Source: an optimization exercise on an open RTL-to-GDS flow (aim: small area). Production flows keep margins and buffers that such runs may drop. Only simulation tests tie the RTL to the original design; equivalence was not proved. No activity file was given, so power comes from the tool's default toggle rates.

==> flow/design.v (excerpt) <==
module predictor_top #(parameter M = 3, parameter K = 4, parameter N = 3) (
    input logic clk,
    input logic reset,
    input logic [K-1:0] index,
    input logic branch_outcome,  
    output logic prediction,      
    output logic success
);
Size: about 390 flip-flops, about 9 I/O pins, roughly 0.014 mm² of cells after synthesis.
make LEC_CHECK=0 CAP_MARGIN=0 CORE_MARGIN=2 CORE_UTILIZATION=70 CTS_BUF_LIST='sky130_fd_sc_hd__clkbuf_8 sky130_fd_sc_hd__clkbuf_16' CTS_CLUSTER_DIAMETER=100 CTS_CLUSTER_SIZE=30 PLACE_DENSITY=0.85 SLEW_MARGIN=0 SYNTH_HIERARCHICAL=1 SYNTH_MINIMUM_KEEP_SIZE=0 finish   # period 6.0 ns
run.sh (not shown) runs the stock make flow with config.mk's settings and CLKGATE_MAP_FILE= SYNTH_SCRIPT=/design/flow/synth_recipe.tcl, a recipe that flattens the netlist after the stock synthesis.
Edit:
--- a/flow/config.mk
+++ b/flow/config.mk
@@ -10,3 +10,3 @@
-export CORE_UTILIZATION = 70
-export CTS_BUF_LIST = sky130_fd_sc_hd__clkbuf_8 sky130_fd_sc_hd__clkbuf_16
-export CTS_CLUSTER_DIAMETER = 100
+export CORE_UTILIZATION = 75
+export CTS_BUF_LIST = sky130_fd_sc_hd__clkbuf_16
+export CTS_CLUSTER_DIAMETER = 80
@@ -14 +14 @@
-export PLACE_DENSITY = 0.85
+export PLACE_DENSITY = 0.9
Outcome:
- clock-buffer cell count does not change
- via count goes down by 1.2%
- area after synthesis stays the same
- worst setup slack improves by 0.084 ns
- design area came out lower by 0.60%
- cell count fell by 2.2%
Edit:
--- a/flow/config.mk
+++ b/flow/config.mk
@@ -10,3 +10,3 @@
-export CORE_UTILIZATION = 75
-export CTS_BUF_LIST = sky130_fd_sc_hd__clkbuf_16
-export CTS_CLUSTER_DIAMETER = 80
+export CORE_UTILIZATION = 50
+export CTS_BUF_LIST = sky130_fd_sc_hd__clkbuf_8 sky130_fd_sc_hd__clkbuf_16
+export CTS_CLUSTER_DIAMETER = 100
@@ -14 +14 @@
-export PLACE_DENSITY = 0.9
+export PLACE_DENSITY = 0.65
Power rises by about 1.1%.
Worst setup slack is worse by 0.20 ns.
Cell area rises by 1.6%.
Core utilization falls by 26 points.
Synthesized area stays the same.
Worst hold slack is better by 0.0070 ns.
Clock power rises by about 5%.
Edit:
--- a/flow/config.mk
+++ b/flow/config.mk
@@ -10,2 +10,2 @@
-export CORE_UTILIZATION = 50
-export CTS_BUF_LIST = sky130_fd_sc_hd__clkbuf_8 sky130_fd_sc_hd__clkbuf_16
+export CORE_UTILIZATION = 60
+export CTS_BUF_LIST = sky130_fd_sc_hd__clkbuf_16
@@ -14 +14,2 @@
-export PLACE_DENSITY = 0.65
+export GPL_ROUTABILITY_DRIVEN = 0
+export PLACE_DENSITY = 0.75
Effect: The new run finished with timing, DRC and antenna clean; core utilization rose by 10 points; sequential share of layout area rose by 0.28 points; total power fell slightly; synthesized area stays the same; via count rose by a few percent; register-to-register slack is worse by 0.26 ns; die area fell by about a fifth; worst setup slack is better by 0.055 ns; routed wire length fell slightly; worst hold slack is worse by 0.0038 ns; critical path depth does not change.
Edit:
==> flow/flow/run.sh (new file) <==
#!/bin/bash
# Layout flow: the standard flow (standard.sh, ORFS), with three changes:
#  - right after synthesis, combinational cells that ABC upsized are set back
#    to their smallest drive strength (downsize.tcl); the resizer later
#    upsizes whatever placement shows needs it;
#  - ports are buffered with buf_1 (the smallest buffer);
#  - CTS runs without dummy loads.
# Each ORFS step writes its own log under orfs/logs; standard.sh's own
# output goes to standard.log.
set -e
HERE=$(pwd)
export PRE_FLOORPLAN_TCL=$HERE/flow/downsize.tcl
export BUFFER_PORTS_ARGS="-buffer_cell sky130_fd_sc_hd__buf_1"
export CTS_ARGS="-sink_clustering_enable -repair_clock_nets -dont_use_dummy_load -sink_clustering_size 30 -sink_clustering_max_diameter 100 -buf_list {sky130_fd_sc_hd__clkbuf_8 sky130_fd_sc_hd__clkbuf_16}"
bash standard.sh > standard.log 2>&1
==> flow/flow/downsize.tcl (new file) <==
# Set every combinational cell back to the smallest drive strength of its
# family (same function and pins), leaving flip-flops, buffers and tie
# cells alone. Timing repair later in the flow upsizes where needed.
set db [ord::get_db]
set block [ord::get_db_block]
set n 0
foreach inst [$block getInsts] {
  set m [[$inst getMaster] getName]
  if { ![regexp {^(sky130_fd_sc_hd__)([a-z0-9]+)_([0-9]+)$} $m -> pre fam sz] } { continue }
  if { [regexp {^(df|edf|sdf|sedf|dl|buf|clk|conb|inv)} $fam] } { continue }
  foreach s {0 1} {
    if { $s >= $sz } { break }
    set small [$db findMaster "${pre}${fam}_${s}"]
    if { $small != "NULL" && $small != "" } {
      if { [$inst swapMaster $small] } { incr n }
      break
    }
  }
}
puts "downsize.tcl: swapped $n instances to smaller masters"
==> flow/standard.sh (new file) <==
#!/bin/bash
# synth_recipe.tcl (not shown) runs the flow's synth.tcl, then flattens the netlist and writes it again
# the make line also repeats each setting of config.mk as NAME=value (left out here)
make -C /OpenROAD-flow-scripts/flow DESIGN_CONFIG=/design/flow/config.mk WORK_HOME=/design/flow/orfs CLKGATE_MAP_FILE= SYNTH_SCRIPT=/design/flow/synth_recipe.tcl "${@:-finish}"
--- a/flow/config.mk
+++ b/flow/config.mk
@@ -11 +11 @@
-export CTS_BUF_LIST = sky130_fd_sc_hd__clkbuf_16
+export CTS_BUF_LIST = sky130_fd_sc_hd__clkbuf_8 sky130_fd_sc_hd__clkbuf_16
@@ -14 +13,0 @@
-export GPL_ROUTABILITY_DRIVEN = 0
removed: flow/run.sh
- With this change the flow completed, yet does not pass: capacitance limit, slew limit
- total power is lower by 0.75%
- area after synthesis stays flat
- wire length came out lower by 1.2%
- final area climbs by 0.64%
- worst setup slack improves by 0.19 ns
- combinational power increases by about 1%
- final cell count goes up by 1.5%
- sequential cell count does not change
- clock-buffer cell count came out lower by 1
Edit:
==> flow/run.sh (new file) <==
#!/bin/bash
# synth_recipe.tcl (not shown) runs the flow's synth.tcl, then flattens the netlist and writes it again
# the make line also repeats each setting of config.mk as NAME=value (left out here)
make -C /OpenROAD-flow-scripts/flow DESIGN_CONFIG=/design/flow/config.mk WORK_HOME=/design/flow/orfs CLKGATE_MAP_FILE= SYNTH_SCRIPT=/design/flow/synth_recipe.tcl finish
--- a/flow/config.mk
+++ b/flow/config.mk
@@ -10 +10 @@
-export CORE_UTILIZATION = 60
+export CORE_UTILIZATION = 75
@@ -14 +14 @@
-export PLACE_DENSITY = 0.75
+export PLACE_DENSITY = 0.9
removed: flow/flow/run.sh
removed: flow/flow/downsize.tcl
removed: flow/standard.sh
Result: The new run finished clean; setup slack improves by 0.0047 ns; total power goes up slightly; design area goes down slightly; final cell count falls by a few percent; routed wire length goes down slightly; critical path depth is lower by 1; sequential power is about the same; utilization climbs by 15 points.

-- separate check: timing with driven ports --
Ports are ideal in the flow. The routed layouts listed here were re-timed in OpenROAD.
Step 1 assumes that a clkbuf_16 drives the clock port and a buf_2 every other input.
Step 2 moves the port delays by t, midway between the first and last clock arrival at a register: inputs arrive t later, outputs are due t later. That takes back most of the time a late clock gives input paths.
Slacks: ideal ports / drivers / drivers and shift; pairs: ideal ports / drivers.
| run | t (ns) | setup slack, ns | hold slack, ns |
|---|---|---|---|
| the first run | 0.568 | 0.417 / 0.369 / 0.594 | 0.494 / 0.494 / 0.494 |
| the second run | 0.566 | 0.501 / 0.451 / 0.777 | 0.486 / 0.486 / 0.486 |
| the third run | 0.577 | 0.297 / 0.245 / 0.730 | 0.493 / 0.493 / 0.493 |
| the fourth run | 0.573 | 0.352 / 0.300 / 0.474 | 0.489 / 0.489 / 0.489 |
| the fifth run | 0.560 | 0.543 / 0.493 / 0.767 | 0.491 / 0.491 / 0.491 |
| the sixth run | 0.568 | 0.547 / 0.498 / 0.766 | 0.486 / 0.486 / 0.486 |
